This design comes from an exercise in tuning for small area and a short achievable clock period on the open sky130 flow, not from production work.
In this exercise RTL edits were held to simulation tests only and were not proved equivalent to the original.
Power figures rest on the tool's default switching activity, not on a simulated workload.

<file path="flow/design.v">
module Decoder(
input       wire    [3:0]     ALU_FUN,
input       wire              VLD,
output      wire              Arith_EN,Logic_EN,CMP_EN,Shift_EN
);
assign Arith_EN = VLD & (ALU_FUN[3:2] == 2'b00);
assign Logic_EN = VLD & (ALU_FUN[3:2] == 2'b01);
assign CMP_EN   = VLD & (ALU_FUN[3:2] == 2'b10);
assign Shift_EN = VLD & (ALU_FUN[3:2] == 2'b11);
endmodule
module Arithmetic_Unit #(parameter W = 16) (
input    wire     [W-1:0]   X,Y,
input    wire               CI,
output   wire     [W-1:0]   S,
output   wire               CO
);
assign {CO,S} = {1'b0,X} + {1'b0,Y} + {{W{1'b0}},CI};
endmodule
module Logic_Unit(
input    wire     [15:0]    A,B,
input    wire     [1:0]     FUN,
input    wire               Logic_EN,
output   wire     [15:0]    Logic_OUT,
output   wire               Logic_Flag
);
wire [15:0] r = FUN[0] ? (A | B) : (A & B);
assign Logic_OUT  = {16{Logic_EN}} & (r ^ {16{FUN[1]}});
assign Logic_Flag = Logic_EN;
endmodule
module CMP_Unit(
input    wire                GE,
input    wire     [15:0]     D,
input    wire     [1:0]      FUN,
input    wire                CMP_EN,
output   wire     [15:0]     CMP_OUT,
output   wire                CMP_Flag
);
wire eq = ~|D;
reg  r;
always @(*)
begin
  case (FUN)
    2'b00: r = 1'b0;
    2'b01: r = eq;
    2'b10: r = GE & ~eq;
    2'b11: r = ~GE;
  endcase
end
assign CMP_OUT  = {15'b0, CMP_EN & r};
assign CMP_Flag = CMP_EN;
endmodule
module Shift_Unit(
input    wire     [15:0]     A,B,
input    wire     [1:0]      FUN,
input    wire                Shift_EN,
output   wire     [15:0]     Shift_OUT,
output   wire                Shift_Flag
);
wire [15:0] v = FUN[1] ? B : A;
assign Shift_OUT  = {16{Shift_EN}} & (FUN[0] ? {v[14:0], 1'b0} : {1'b0, v[15:1]});
assign Shift_Flag = Shift_EN;
endmodule
module ALU_TOP(
input    wire     [15:0]     A,B,
input    wire     [3:0]      ALU_FUN,
input    wire                clk,
input    wire                RST,
output   wire      [15:0]    Arith_OUT,Logic_OUT,CMP_OUT,Shift_OUT,
output   wire                Carry_OUT,
output   wire                Arith_Flag,Logic_Flag,CMP_Flag,Shift_Flag
);
localparam M = 6;    
localparam QW = (16-M > M) ? 16-M : M;
wire is_mul = (ALU_FUN == 4'b0010);
wire is_div = (ALU_FUN == 4'b0011);
wire [15:0] x_in [16:M];
assign x_in[16] = is_mul ? 16'b0 : A;
wire [15:M] q_hi;
genvar i;
generate
for (i = 15; i >= M; i = i - 1) begin : g_row_in
  wire [15-i:0] y = is_mul ? (A[15-i:0] & {(16-i){B[i]}}) : ~B[15-i:0];
  wire          bz;
  if (i == 0) begin : g_bz0
    assign bz = 1'b1;
  end else begin : g_bz
    assign bz = ~|B[15:16-i];
  end
  wire          cout;
  wire [15-i:0] s;
  Arithmetic_Unit #(.W(16-i)) U_row (.X(x_in[i+1][15:i]), .Y(y), .CI(~is_mul), .S(s), .CO(cout));
  assign q_hi[i] = cout & bz;
  wire take = is_mul | (is_div & q_hi[i]);
  if (i == 0) begin : g_x0
    assign x_in[i] = take ? s : x_in[i+1];
  end else begin : g_x
    assign x_in[i] = {take ? s : x_in[i+1][15:i], x_in[i+1][i-1:0]};
  end
end
endgenerate
reg [15:0] X_r, Y_r;
reg [QW-1:0] Q_r;
reg [3:0]  fun_r;
reg        vld_r;
always @(posedge clk or negedge RST)
begin
  if (!RST)
    vld_r <= 1'b0;
  else
    vld_r <= 1'b1;
end
always @(posedge clk)
begin
  X_r   <= x_in[M];
  Y_r   <= is_mul ? A : B;
  Q_r   <= is_div ? q_hi : B[M-1:0];
  fun_r <= ALU_FUN;
end
wire arith_en, logic_en, cmp_en, shift_en;
Decoder U_Decoder (.ALU_FUN(fun_r), .VLD(vld_r),
  .Arith_EN(arith_en), .Logic_EN(logic_en), .CMP_EN(cmp_en), .Shift_EN(shift_en));
wire mul_r = (fun_r[1:0] == 2'b10);
wire div_r = (fun_r[1:0] == 2'b11);
wire add_r = (fun_r[3:2] == 2'b00) && (fun_r[1:0] == 2'b00);
wire sub_r = (fun_r[3:2] == 2'b00) && (fun_r[1:0] == 2'b01);
wire mul_a = (fun_r[3:2] == 2'b00) && mul_r;
wire div_a = (fun_r[3:2] == 2'b00) && div_r;
wire [15:0] x_out [M:0];
assign x_out[M] = X_r;
wire [M-1:0] q_lo;
wire [M-1:0] co;
wire [15:0]  s0;
generate
for (i = M-1; i >= 0; i = i - 1) begin : g_row_out
  wire [15-i:0] y = mul_a ? (Y_r[15-i:0] & {(16-i){Q_r[i]}}) :
                    add_r ? Y_r[15-i:0] : ~Y_r[15-i:0];
  wire          bz;
  if (i == 0) begin : g_bz0
    assign bz = 1'b1;
  end else begin : g_bz
    assign bz = ~|Y_r[15:16-i];
  end
  wire [15-i:0] s;
  Arithmetic_Unit #(.W(16-i)) U_row (.X(x_out[i+1][15:i]), .Y(y), .CI(~mul_a & ~add_r), .S(s), .CO(co[i]));
  assign q_lo[i] = co[i] & bz;
  wire take = mul_a | (div_a & q_lo[i]) | ((i == 0) & (add_r | sub_r));
  if (i == 0) begin : g_x0
    assign x_out[i] = take ? s : x_out[i+1];
    assign s0 = s;
  end else begin : g_x
    assign x_out[i] = {take ? s : x_out[i+1][15:i], x_out[i+1][i-1:0]};
  end
end
endgenerate
wire [15:0] quot = {Q_r[15-M:0], q_lo};
assign Arith_OUT  = {16{arith_en}} & (div_a ? quot : x_out[0]);
assign Carry_OUT  = arith_en & add_r & co[0];
assign Arith_Flag = arith_en;
CMP_Unit U_CMP (.GE(co[0]), .D(s0), .FUN(fun_r[1:0]), .CMP_EN(cmp_en),
  .CMP_OUT(CMP_OUT), .CMP_Flag(CMP_Flag));
Logic_Unit U_logic (.A(X_r), .B(Y_r), .FUN(fun_r[1:0]), .Logic_EN(logic_en),
  .Logic_OUT(Logic_OUT), .Logic_Flag(Logic_Flag));
Shift_Unit U_Shift (.A(X_r), .B(Y_r), .FUN(fun_r[1:0]), .Shift_EN(shift_en),
  .Shift_OUT(Shift_OUT), .Shift_Flag(Shift_Flag));
endmodule
</file>
<file path="flow/run.sh">
#!/bin/bash
# synth_recipe.tcl (not shown) runs the flow's synth.tcl, then flattens the netlist and writes it again
# the make line also repeats each setting of config.mk as NAME=value (left out here)
make -C /OpenROAD-flow-scripts/flow DESIGN_CONFIG=/design/flow/config.mk WORK_HOME=/design/flow/orfs CLKGATE_MAP_FILE= SYNTH_SCRIPT=/design/flow/synth_recipe.tcl finish
</file>
<file path="flow/config.mk">
export PLATFORM = sky130hd
export DESIGN_NAME = ALU_TOP
export DESIGN_NICKNAME = ALU_TOP
export VERILOG_FILES = /design/flow/design.v
export SDC_FILE = /design/flow/constraint.sdc
export NUM_CORES = 4
export LEC_CHECK = 0
export CAP_MARGIN = 20
export CORE_MARGIN = 2
export CORE_UTILIZATION = 40
export SLEW_MARGIN = 20
</file>
<file path="flow/constraint.sdc">
create_clock -name core_clock -period 32.0 [get_ports {clk}]
set_input_delay 6.4000 -clock core_clock [delete_from_list [all_inputs] [get_ports {clk}]]
set_output_delay 6.4000 -clock core_clock [all_outputs]
set_load 0.01 [all_outputs]
</file>
==> impl_metrics.yaml, run 1 <==
worst_setup_path:
  crit_buf_inv: 6
  cp-start-kind: "register"
  cp_slowest_cell: "clkdlybuf4s50_1"
  crit_cells: 121
  max_stage_delay_ns: 0.63
  cp_max_fo: 38
  crit_path_end_kind: "output pin"
  worst_ep_required_time_ns: 25.60
  worst_path_most_repeated_cell: "a21oi_1"
  cp_top_family: "compound AO/OA/AOI/OAI gates"
  cp_data_arrival_time_ns: 22.81
  crit_type: "register to output pin"
logic_synthesis:
  yosys.area_share.simple_pct: 19.9
  synthesis.area_sq_um: 11400
  synth_area_leaders: "ha_1 (12%), a21o_1 (10%), dfxtp_1 (8.1%)"
  yosys_warnings: 2
  synth_cell_types: 97
  synth_mux_area_share_pct: 7.71
  async_flop_share_pct: 2.13
  yosys-top-cells-count: "nand2_1 (164), a21o_1 (152), a21oi_1 (136)"
  synth_edf_count: 0
  yosysMostFrequentCell: "nand2_1"
  synth_adder_area_share_pct: 18.7
  synthXorXnorAreaFrac_pct: 9.68
  syn_area_per_cell_sq_um: 7.42
  postSynthCellCount: 1534
  synth_top_family_by_area: "compound AO/OA/AOI/OAI gates"
  yosysTopAreaCellShare_pct: 12.1
  synth_compound_area_share_pct: 29.5
  synth_flop_cell: "dfxtp_1"
  ys_seq_area_share_pct: 8.31
  yosysTopAreaCell: "ha_1"
  synth_seq_cells: 47
clock_network:
  cts_buffers: 5
  htreeDepth: 2
  clockBufferDepth: 2
  cts_tree: "built"
  cts_sinks: 47
  clock-root-buffer: "clkbuf_16"
  clk_pin_slew_ns: 0.06
sta:
  drv_slew: 0
  max_freq_ghz: 0.0342
  post-route-min-period_ns: 29.21
  fin_tns_setup_ns: 0
  finalHoldViolCount: 0
  holdWs_ns: 6.25
  rsz0062_at_grt: "no"
  worst_pin_slew_ns: 0.915
  min_period_over_period_pct: 91.3
  setup_viol: 0
  max_slew_margin_pct: 38.8
routing:
  wl_per_cell_um: 19.6
  viasPerCell: 5.80
  first_pass_iters: 6
  antenna_left: 0
  drc: 0
  vias: 11314
  drt_iter0_markers: 795
  drt-total-wl_mm: 38.2
pwr:
  powerDensity_nw_per_um2: 39.0
  power_leakage_nw: 5.93
  max-vdd-ir-drop_mv: 0.0204
global_route:
  grt_first_pass_wirelength_mm: 59.0
  grt_max_degree: 67
  antenna_found_initial: 1
  grt-ovfl-total: 0
  grtUsageTotal_pct: 24.7
  grt_pass1_vias: 10820
die:
  die_y_um: 173
  start_util_pct: 40.7
  io_pins: 107
  dieArea_sq_um: 29800
  die_w_um: 173
  design.core.area_sq_um: 27900
  placementRows: 61
placed_design:
  dp_hpwl_mm: 29.9
  portBuffers: 91
  gp_congestion: 0.951
layout:
  fill_cells: 2885
  fin_nets: 1744
  layout.area.seq_sq_um: 947
  syn_to_final_growth_pct: 11.7
  multi_input_area_sq_um: 9820
  layout-drive-gt1-share_pct: 6.87
worst_hold_path:
  hold_class: "primary input to async pin"
status:
  status: "timing/DRC/antenna clean"
job:
  maxCapViolCount: 0
[worst max-delay path by stage]
stage | startpoint | end | slack (ns)
2_1_floorplan | fun_r[0] | CMP_OUT[0] | 5.49
3_3_place_gp | fun_r[0] | CMP_OUT[0] | 3.46
3_5_place_dp | fun_r[0] | CMP_OUT[0] | 2.90
4_1_cts | fun_r[0] | CMP_OUT[0] | 2.48
5_1_grt | fun_r[0] | CMP_OUT[0] | 0.15
6_report | fun_r[0] | CMP_OUT[0] | 2.79
[sequential cells by signal (all words and copies together) (netlist names)]
name   count
X_r       16
vld_r      1
Y_r       16
Q_r       10
fun_r      4
[cells in the final DEF, fill, tap and decap left out, types with 29 or more instances in the layout]
master,instances
a21o_1,152
xor2_1,35
o21ai_0,88
nand2_1,164
inv_1,72
clkdlybuf4s50_1,91
a21oi_1,135
xnor2_1,87
nor2b_1,32
and2_1,42
ha_1,110
mux2_2,29
dfxtp_1,45
nor2_1,122
[kinds of logic after synthesis]
group / Yosys count
AO/OA/AOI/OAI: 502
AND/OR/NAND/NOR: 468
buffers and inverters: 165
adder cells (fa/ha/maj): 159
XOR/XNOR: 124
multiplexers: 67
flip-flops: 47
other: 2
[repair_timing]
action / 4_1_cts / 5_1_grt
buffers inserted: 0 / 0
hold buffers: 0 / 0
setup endpoints to repair: 0 / 1
gates resized for setup: 0 / 1
[cell type report]
| type | instances | share of cell area (%) |
|---|---|---|
| Antenna cell | 1 | 0.0197 |
| Clock buffer | 5 | 0.984 |
| Clock inverter | 3 | 0.374 |
| Inverter | 74 | 2.18 |
| Multi-Input combinational cell | 1336 | 77.2 |
| Sequential cell | 47 | 7.45 |
| Tap cell | 378 | 3.72 |
| Timing Repair Buffer | 106 | 8.05 |
[layer usage]
metal  up-vias  share of wire [%]  track usage (%)  wire (um)
met5         -                  0                0          0
met4         0                3.8             10.2       1440
met3        75                6.6             1.85       2530
met2       415                 48             43.0      18500
met1      5339                 41             31.6      15700
li1       5485                  -                -          -
[report_power, final]
group / switching (mW) / internal, mW
sequential: 0.0118 / 0.0638
clock: 0.0214 / 0.0372
combinational: 0.201 / 0.161
total: 0.234 / 0.262
[through the flow]
stage          utilization (%)  worst slack (ns)  power [mW]  instance area (sq um)  instances
6_report                  45.5              2.79       0.496                  12700       1950
5_1_grt                   45.5             0.154       0.540                  12700       1949
4_1_cts                   45.5              2.48       0.492                  12700       1949
3_5_place_dp              44.8              2.90       0.431                  12500       1941
3_3_place_gp              44.8              3.46       0.429                  12500       1941
2_1_floorplan                -              5.49       0.348                  11400       1548
==> inputs of run 2 (changes only) <==
--- a/flow/config.mk
+++ b/flow/config.mk
@@ -9,3 +9,3 @@
 export CORE_MARGIN = 2
-export CORE_UTILIZATION = 40
+export CORE_UTILIZATION = 65
 export SLEW_MARGIN = 20
==> run 2 against run 1 <==
Effect of this change:
- still clean on timing, DRC and antenna
- area after synthesis unchanged
- critical path depth decreased by 3
- clock power down 17%
- sequential cell count stayed put
- first-iteration DRC count rose by 31%
- largest cell class unchanged
- highest routed layer unchanged
==> impl_metrics.yaml, run 2 <==
status:
  status: "timing/DRC/antenna clean"
logic_synthesis:
  yosysTopAreaCellShare_pct: 12.1
  yosys_warnings: 2
  syn_area_per_cell_sq_um: 7.42
  synth_area_leaders: "ha_1 (12%), a21o_1 (10%), dfxtp_1 (8.1%)"
  async_flop_share_pct: 2.13
  yosys-top-cells-count: "nand2_1 (164), a21o_1 (152), a21oi_1 (136)"
  postSynthCellCount: 1534
  synth_flop_cell: "dfxtp_1"
  synthesis.area_sq_um: 11400
  yosysTopAreaCell: "ha_1"
  ys_seq_area_share_pct: 8.31
  synth_edf_count: 0
  yosysMostFrequentCell: "nand2_1"
  synth_seq_cells: 47
  synth_cell_types: 97
die:
  design.core.area_sq_um: 17200
  dieArea_sq_um: 18600
  placementRows: 48
  io_pins: 107
  die_w_um: 136
  die_y_um: 136
  start_util_pct: 66.3
sta:
  max_slew_margin_pct: 33.0
  post-route-min-period_ns: 29.67
  drv_slew: 0
  rsz0062_at_grt: "no"
  min_period_over_period_pct: 92.7
  max_freq_ghz: 0.0337
  worst_pin_slew_ns: 0.999
  holdWs_ns: 6.26
  fin_tns_setup_ns: 0
  finalHoldViolCount: 0
  setup_viol: 0
clock_network:
  cts_hold_buf: 0
  cts_tree: "built"
  cts_sinks: 47
  cts_resized: 0
  cts_buffers: 5
  clock-root-buffer: "clkbuf_16"
  htreeDepth: 2
  clk_pin_slew_ns: 0.06
  clockBufferDepth: 2
  cts_setup_buffers: 0
layout:
  layout_commonest_cell: "nand2_1"
  final_util_pct: 72.6
  antenna_cells: 0
  fill_cells: 1473
  layout_common_cells: "nand2_1 (164), a21o_1 (152), a21oi_1 (134)"
  fin_nets: 1743
  reg_top3: "X_r (16), Y_r (16), Q_r (10)"
  layout.area.seq_sq_um: 947
  multi_input_area_sq_um: 9810
  layout-drive-gt1-share_pct: 6.82
  syn_to_final_growth_pct: 9.61
worst_setup_path:
  cp-start-kind: "register"
  crit_path_end_kind: "output pin"
  worst_ep_required_time_ns: 25.60
  cp_data_arrival_time_ns: 23.27
  max_stage_delay_ns: 0.86
  cp_max_fo: 38
  cp_slowest_cell: "nor3_2"
  crit_type: "register to output pin"
global_route:
  grt_pass1_vias: 10789
  grtUsageTotal_pct: 38.4
  grt-ovfl-total: 0
  grt_first_pass_wirelength_mm: 55.8
  grt_max_degree: 67
  antenna_found_initial: 0
pwr:
  power_leakage_nw: 5.91
  seqPwrFrac_pct: 15.5
  swShare_pct: 47.8
  max-vdd-ir-drop_mv: 0.0232
  pwr-share-clk_pct: 10.0
  p_switching_mw: 0.234
  power.internal_mw: 0.255
  pwr-share-comb_pct: 74.5
  powerDensity_nw_per_um2: 39.2
routing:
  drt_iter0_markers: 1044
  first_pass_iters: 7
  viasPerCell: 6.45
  drt-total-wl_mm: 35.8
  antenna_left: 0
  vias: 11578
  wl_per_cell_um: 20.0
  drc: 0
placed_design:
  portBuffers: 91
  dp_hpwl_mm: 28.1
  gp_congestion: 0.961
worst_hold_path:
  hold_class: "primary input to async pin"
job:
  maxCapViolCount: 0
==> run 2: cell count changes in the layout (fill, tap and decap cells not counted) <==
cell	change
diode_2	-1
bufinv_16	-1
clkinv_2	+1
clkbuf_8	+1
inv_6	-1
nor3_2	+1
nor3_4	-1
a21oi_1	-1
buf_4	-1
a21oi_2	+2
clkinv_4	-1
a21oi_4	-1
==> run 2: final timing paths <==
| kind | from | endpoint | slack [ns] |
|---|---|---|---|
| max in group asynchronous | RST | vld_r | 25.64 |
| min in group core_clock | ALU_FUN[1] | fun_r[1] | 6.73 |
| worst max-delay path | fun_r[0] | CMP_OUT[0] | 2.33 |
| worst min-delay path | RST | vld_r | 6.26 |
==> run 2: power by group through the flow <==
stage | sequential (mW) | clock (mW) | combinational [mW]
detailed placement | 0.0764 | 0 | 0.354
floorplan | 0.0685 | 0 | 0.280
CTS | 0.0752 | 0.0494 | 0.357
global placement | 0.0763 | 0 | 0.347
finish | 0.0760 | 0.0489 | 0.364
global route | 0.0764 | 0.0514 | 0.400
==> run 2: kinds of logic after synthesis <==
family / share of synthesized area (%)
buffers and inverters: 6.08
muxes: 7.71
other: 0.0660
AOI/OAI and AO/OA: 29.5
DFF: 8.31
and+or+nand+nor: 19.9
xor gates and xnor gates: 9.68
adders and majority gates: 18.7
==> run 2: metrics by stage <==
stage | area [sq um] | worst slack [ns] | cells | power [mW]
after floorplan | 11400 | 5.49 | 1548 | 0.348
after global placement | 12300 | 3.47 | 1787 | 0.423
after detailed placement | 12300 | 2.83 | 1787 | 0.431
after CTS | 12500 | 2.41 | 1794 | 0.481
after global routing | 12500 | 0.288 | 1794 | 0.528
final | 12500 | 2.33 | 1794 | 0.489
==> run 2: layout make-up <==
cell class	instances	share of cell area [%]
Multi-Input combinational cell	1336	78.6
Timing Repair Buffer	105	8.15
Sequential cell	47	7.59
Tap cell	225	2.26
Inverter	74	2.23
Clock buffer	6	1.11
Clock inverter	1	0.0401
==> run 2: layer usage <==
layer	part of all wire, %	global-route usage, %
met4	5.2	20.7
met1	40	48.1
met5	0	0
met3	7.4	3.06
met2	48	65.5
==> run 2: critical path, delay by kind of cell, from the launching register on <==
kind	cells	cell delay, ns
xor+xnor	1	0.10
simple gates	37	5.85
fa+ha+maj	6	1.92
buf+inv	4	1.38
compound gates	66	11.87
mux	4	1.52
flops	1	0.30
==> inputs of run 3 (changes only) <==
--- a/flow/design.v
+++ b/flow/design.v
@@ -16,3 +16,26 @@
 );
-assign {CO,S} = {1'b0,X} + {1'b0,Y} + {{W{1'b0}},CI};
+localparam L = (W <= 1) ? 1 : (W <= 2) ? 1 : (W <= 4) ? 2 : (W <= 8) ? 3 : 4;
+wire [W-1:0] p0 = X ^ Y;
+wire [W-1:0] g  [0:L];
+wire [W-1:0] p  [0:L];
+assign g[0] = (X & Y) | {{(W-1){1'b0}}, p0[0] & CI};
+assign p[0] = p0;
+genvar l, j;
+generate
+for (l = 0; l < L; l = l + 1) begin : g_lvl
+  for (j = 0; j < W; j = j + 1) begin : g_bit
+    if ((j >> l) & 1) begin : g_op
+      localparam integer K = ((j >> l) << l) - 1;
+      assign g[l+1][j] = g[l][j] | (p[l][j] & g[l][K]);
+      assign p[l+1][j] = p[l][j] & p[l][K];
+    end else begin : g_cp
+      assign g[l+1][j] = g[l][j];
+      assign p[l+1][j] = p[l][j];
+    end
+  end
+end
+endgenerate
+wire [W:0] c = {g[L], CI};
+assign S  = p0 ^ c[W-1:0];
+assign CO = g[L][W-1];
 endmodule
@@ -71,3 +94,3 @@
 );
-localparam M = 6;    
+localparam M = 7;    
 localparam QW = (16-M > M) ? 16-M : M;
--- a/flow/config.mk
+++ b/flow/config.mk
@@ -9,3 +9,3 @@
 export CORE_MARGIN = 2
-export CORE_UTILIZATION = 65
+export CORE_UTILIZATION = 40
 export SLEW_MARGIN = 20
==> run 3 against run 2 <==
Effect of this change:
- still clean on timing, DRC and antenna
- die area up 53%
- wire length is 1.4% lower
- utilization shrank 27 points
- total power fell by 0.26%
- cell count decreased by 2.7%
- sequential power fell by 5.8%
- synthesized cell count fell by 12%
- largest power group unchanged
==> impl_metrics.yaml, run 3 <==
status:
  status: "timing/DRC/antenna clean"
placed_design:
  portBuffers: 91
  preCtsSetupSlack_ns: 5.91
  dp.cells: 1737
  dp_hpwl_mm: 28.2
  gp_congestion: 0.910
logic_synthesis:
  synth_adder_area_share_pct: 24.7
  yosys-top-cells-count: "a21o_1 (123), nand2_1 (115), nor2_1 (104)"
  synth_mux_area_share_pct: 10.3
  ys_seq_area_share_pct: 8.56
  yosys_warnings: 18
  postSynthCellCount: 1356
  yosysTopAreaCellShare_pct: 12.0
  synth_edf_count: 0
  syn_area_per_cell_sq_um: 7.98
  synth_area_leaders: "fa_1 (12%), ha_1 (12%), a21o_1 (8.5%)"
  synth_seq_cells: 46
  synth_cell_types: 89
  synthXorXnorAreaFrac_pct: 6.31
  synth_compound_area_share_pct: 25.4
  synth_flop_cell: "dfxtp_1"
  yosys.area_share.simple_pct: 18.1
  synthesis.area_sq_um: 10800
  async_flop_share_pct: 2.17
  yosysMostFrequentCell: "a21o_1"
  yosysTopAreaCell: "fa_1"
  synth_top_family_by_area: "compound AO/OA/AOI/OAI gates"
routing:
  drt_iter0_markers: 737
  viasPerCell: 5.84
  first_pass_iters: 7
  vias: 10193
  drt-total-wl_mm: 35.3
  wl_per_cell_um: 20.3
  antenna_left: 0
  drc: 0
die:
  design.core.area_sq_um: 26700
  placementRows: 60
  dieArea_sq_um: 28400
  die_y_um: 168
  die_w_um: 168
  start_util_pct: 40.5
  io_pins: 107
layout:
  syn_to_final_growth_pct: 11.8
  fin_nets: 1608
  layout_common_cells: "a21o_1 (123), nand2_1 (115), nor2_1 (104)"
  fill_cells: 2759
  layout_commonest_cell: "a21o_1"
  final_util_pct: 45.3
  layout-drive-gt1-share_pct: 8.40
  reg_top3: "X_r (16), Y_r (16), Q_r (9)"
  antenna_cells: 0
  post_layout_nonfiller_instances: 1745
global_route:
  grt_first_pass_wirelength_mm: 55.2
  grt_max_degree: 60
  grtUsageTotal_pct: 24.7
  grt-ovfl-total: 0
  antenna_found_initial: 0
  grt_pass1_vias: 10170
pwr:
  power_leakage_nw: 5.59
  powerDensity_nw_per_um2: 40.3
  max-vdd-ir-drop_mv: 0.0197
clock_network:
  clockBufferDepth: 2
  cts_setup_buffers: 0
  cts_sinks: 46
  htreeDepth: 2
  cts_buffers: 5
  clk_pin_slew_ns: 0.07
  clock-root-buffer: "clkbuf_16"
  cts_hold_buf: 0
  cts_tree: "built"
  cts_resized: 0
sta:
  worst_slack_ns: 5.32
  post-route-min-period_ns: 26.68
  drv_slew: 0
  setup_viol: 0
  fin_tns_setup_ns: 0
  worst_pin_slew_ns: 0.963
  finalHoldViolCount: 0
  max_slew_margin_pct: 35.3
  min_period_over_period_pct: 83.4
  rsz0062_at_grt: "no"
  max_freq_ghz: 0.0375
worst_setup_path:
  cp_slowest_cell: "o41ai_4"
  cp_max_fo: 37
  cp_data_arrival_time_ns: 20.28
  worst_ep_required_time_ns: 25.60
  crit_start: "fun_r[0]"
  crit_type: "register to output pin"
  cp-start-kind: "register"
  crit_path_end_kind: "output pin"
  max_stage_delay_ns: 0.65
  worst_path_most_repeated_cell: "fa_1"
worst_hold_path:
  hold_class: "primary input to async pin"
job:
  maxCapViolCount: 0
## run 3: stage by stage
step | area [sq um] | hold WS [ns] | power (mW)
finish | 12100 | 6.25 | 0.488
global route | 12100 | 6.25 | 0.534
CTS | 12100 | 6.25 | 0.486
detailed placement | 12000 | 6.56 | 0.433
global placement | 12000 | 6.55 | 0.431
floorplan | 10900 | 6.10 | 0.345
## run 3: worst max-delay path, delay by kind of cell, from the launching register on
kind	cells	cell delay, ns
AO/OA/AOI/OAI	26	6.93
XOR/XNOR	1	0.16
adder cells (fa/ha/maj)	10	3.53
buffers and inverters	9	2.19
flip-flops	1	0.31
multiplexers	4	1.39
AND/OR/NAND/NOR	23	5.47
## run 3: final timing paths
kind	endpoint	slack, ns	cells after the start
setup / recovery	CMP_OUT[0]	5.32	73
hold / removal	vld_r	6.25	1
max in group asynchronous	vld_r	25.64	1
min in group core_clock	fun_r[3]	6.62	1
## run 3: layout make-up
| cell class | count | area [sq um] | share of cell area [%] |
|---|---|---|---|
| clock inverter | 3 | 23.8 | 0.196 |
| clock buffer | 5 | 125 | 1.03 |
| timing repair buffer | 107 | 1030 | 8.52 |
| inverter | 86 | 323 | 2.67 |
| tap | 341 | 427 | 3.53 |
| sequential | 46 | 927 | 7.66 |
| multi-input combinational | 1157 | 9240 | 76.4 |
## run 3: kinds of logic (layout without fill, tap and decap cells)
logic type      count (synthesis)  in the layout
flops                          46             46
xor+xnor                       78             78
buf+inv                       167            201
other cells                     2             16
mux                            90             90
simple gates                  395            395
fa+ha+maj                     177            177
compound gates                401            401
## run 3: power breakdown
part / internal (mW) / leakage [nW] / switching [mW]
clock network: 0.0291 / 0.0664 / 0.0214
registers: 0.0621 / 0.391 / 0.00946
logic: 0.163 / 5.13 / 0.203
## run 3: metal layers
layer | routed length, um | vias to the layer above | GRT usage, %
met3 | 1730 | 72 | 1.66
met4 | 1240 | 0 | 8.96
met1 | 14800 | 4939 | 31.2
li1 | - | 4853 | -
met5 | 0 | - | 0
met2 | 17600 | 329 | 44.2
==> inputs of run 4 (changes only) <==
--- a/flow/config.mk
+++ b/flow/config.mk
@@ -10,2 +10,3 @@
 export CORE_UTILIZATION = 40
+export SETUP_SLACK_MARGIN = 5
 export SLEW_MARGIN = 20
==> run 4 against run 3 <==
Effect of this change:
- wire length increased by 0.39%
- fmax increased by 3.8%
- hold slack about the same
- sequential power about the same
- sequential share of layout area about the same
- clock power hardly changed
- setup slack better by 0.98 ns
==> impl_metrics.yaml, run 4 <==
status:
  status: "timing/DRC/antenna clean"
routing:
  vias: 10213
  drt_iter0_markers: 789
  wl_per_cell_um: 20.3
  drc: 0
  first_pass_iters: 6
  drt-total-wl_mm: 35.5
  viasPerCell: 5.85
  antenna_left: 0
logic_synthesis:
  synth_edf_count: 0
  yosysTopAreaCellShare_pct: 12.0
  synth_seq_cells: 46
  yosysMostFrequentCell: "a21o_1"
  ys_seq_area_share_pct: 8.56
  yosys-top-cells-count: "a21o_1 (123), nand2_1 (115), nor2_1 (104)"
  synth_area_leaders: "fa_1 (12%), ha_1 (12%), a21o_1 (8.5%)"
  synthesis.area_sq_um: 10800
  async_flop_share_pct: 2.17
  synth_flop_cell: "dfxtp_1"
  postSynthCellCount: 1356
  syn_area_per_cell_sq_um: 7.98
  yosys_warnings: 18
  yosysTopAreaCell: "fa_1"
  synth_cell_types: 89
clock_network:
  htreeDepth: 2
  cts_tree: "built"
  cts_buffers: 5
  clk_pin_slew_ns: 0.07
  cts_sinks: 46
  cts_hold_buf: 0
  clock-root-buffer: "clkbuf_16"
  clockBufferDepth: 2
placed_design:
  dp_hpwl_mm: 28.2
  portBuffers: 91
  gp_congestion: 0.910
  dp.cells: 1737
worst_setup_path:
  cp_max_fo: 37
  crit_type: "register to output pin"
  crit_path_end_kind: "output pin"
  cp-start-kind: "register"
  worst_path_most_repeated_cell: "inv_1"
  cp_slowest_cell: "clkdlybuf4s50_1"
  crit_start: "fun_r[0]"
  critPathCapture: "CMP_OUT[0]"
  max_stage_delay_ns: 0.53
  worst_ep_required_time_ns: 25.60
  cp_data_arrival_time_ns: 19.30
sta:
  worst_pin_slew_ns: 0.851
  post-route-min-period_ns: 25.70
  min_period_over_period_pct: 80.3
  fin_tns_setup_ns: 0
  rsz0062_at_grt: "no"
  max_slew_margin_pct: 43.0
  finalHoldViolCount: 0
  max_freq_ghz: 0.0389
  setup_viol: 0
  drv_slew: 0
layout:
  reg_top3: "X_r (16), Y_r (16), Q_r (9)"
  syn_to_final_growth_pct: 12.4
  layout_commonest_cell: "a21o_1"
  antenna_cells: 0
  layout_common_cells: "a21o_1 (123), nand2_1 (114), ha_1 (102)"
  post_layout_nonfiller_instances: 1746
  fin_nets: 1609
  layout-drive-gt1-share_pct: 9.11
global_route:
  grt_pass1_vias: 10170
  grt_max_degree: 60
  grt-ovfl-total: 0
  grt_first_pass_wirelength_mm: 55.2
  grtUsageTotal_pct: 24.7
  antenna_found_initial: 0
worst_hold_path:
  hold_class: "primary input to async pin"
pwr:
  power_leakage_nw: 5.60
  max-vdd-ir-drop_mv: 0.0198
  powerDensity_nw_per_um2: 40.3
job:
  maxCapViolCount: 0
die:
  die_y_um: 168
  placementRows: 60
  design.core.area_sq_um: 26700
  io_pins: 107
  die_w_um: 168
  dieArea_sq_um: 28400
  start_util_pct: 40.5
==> run 4: cell count changes in the layout (fill, tap and decap cells not counted), sizes merged <==
cell  before  now
buf       16   17
==> run 4: worst min path at each step <==
stage	start	to	cells after the start
final	RST	vld_r	1
after global routing	RST	vld_r	1
after CTS	RST	vld_r	1
after detailed placement	RST	vld_r	1
after global placement	RST	vld_r	1
after floorplan	RST	vld_r	0
==> run 4: report_power, final <==
group / internal (mW) / switching, mW / total, mW
Sequential: 0.0621 / 0.00957 / 0.0717
Clock: 0.0291 / 0.0214 / 0.0505
Combinational: 0.163 / 0.205 / 0.368
==> run 4: what timing repair did <==
action | 4_1_cts | 5_1_grt
setup buffers | 0 | 1
endpoints found under the setup margin | 0 | 12
resized for setup | 0 | 15
==> run 4: stage by stage <==
step / worst slack, ns / area [sq um] / power, mW / hold WS, ns / utilization (%)
6_report: 6.30 / 12200 / 0.490 / 6.25 / 45.5
5_1_grt: 5.07 / 12200 / 0.536 / 6.25 / 45.5
4_1_cts: 5.53 / 12100 / 0.486 / 6.25 / 45.3
3_5_place_dp: 5.91 / 12000 / 0.433 / 6.56 / 44.7
3_3_place_gp: 6.38 / 12000 / 0.431 / 6.55 / 44.7
2_1_floorplan: 8.69 / 10900 / 0.345 / 6.10 / -
==> run 4: routing by layer <==
layer  share of wire, %  wire length [um]  GRT usage, %
met5                  0                 0             0
met4                3.4              1200          8.96
met3                4.4              1560          1.66
met2                 50             17700          44.2
met1                 42             15000          31.2
==> run 4: final cells by class <==
cell class	count	area [sq um]
inverter	86	325
sequential	46	927
timing repair buffer	108	1040
clock buffer	5	125
fill	2754	14600
tap	341	427
clock inverter	3	23.8
multi-input combinational	1157	9290
==> run 4: critical path: cells and delay by family (launching register included) <==
family | cells | cell delay [ns]
xor gates and xnor gates | 1 | 0.16
muxes | 5 | 1.68
adders and majority gates | 9 | 2.45
AOI/OAI and AO/OA | 28 | 7.43
DFF | 1 | 0.31
and+or+nand+nor | 20 | 4.85
buffers and inverters | 12 | 2.08
==> run 4: cell families after synthesis <==
| family | Yosys count | synth area share (%) |
|---|---|---|
| flip-flops | 46 | 8.56 |
| AND/OR/NAND/NOR | 395 | 18.1 |
| AO/OA/AOI/OAI | 401 | 25.4 |
| XOR/XNOR | 78 | 6.31 |
| other | 2 | 0.0694 |
| multiplexers | 90 | 10.3 |
| buffers and inverters | 167 | 6.51 |
| adder cells (fa/ha/maj) | 177 | 24.7 |

[static timing again, ports no longer ideal]
The flow's constraints put no driver on any port. The routed layouts listed below were extracted and timed again, unchanged, in two steps. Step 1, drivers: a clkbuf_16 drives clk and a buf_2 each remaining input, both assumed. Step 2 times the ports against the registers' clock, not the clock port: input delays grow and output delays shrink by t, the midpoint of the rising clock arrivals with the driver on. a / b / c = ideal ports / drivers / drivers and shift; a / b = the first two.
| run | shift t [ns] | setup WS [ns] | clock arrival spread, ns |
|---|---|---|---|
| run 1 | 0.325 | 2.792 / 2.755 / 3.080 | 0.004 / 0.004 |
| run 2 | 0.311 | 2.330 / 2.294 / 2.605 | 0.005 / 0.005 |
| run 3 | 0.322 | 5.320 / 5.285 / 5.606 | 0.008 / 0.009 |
| run 4 | 0.322 | 6.301 / 6.264 / 6.412 | 0.009 / 0.008 |
After both steps setup and hold are still met in every run listed.
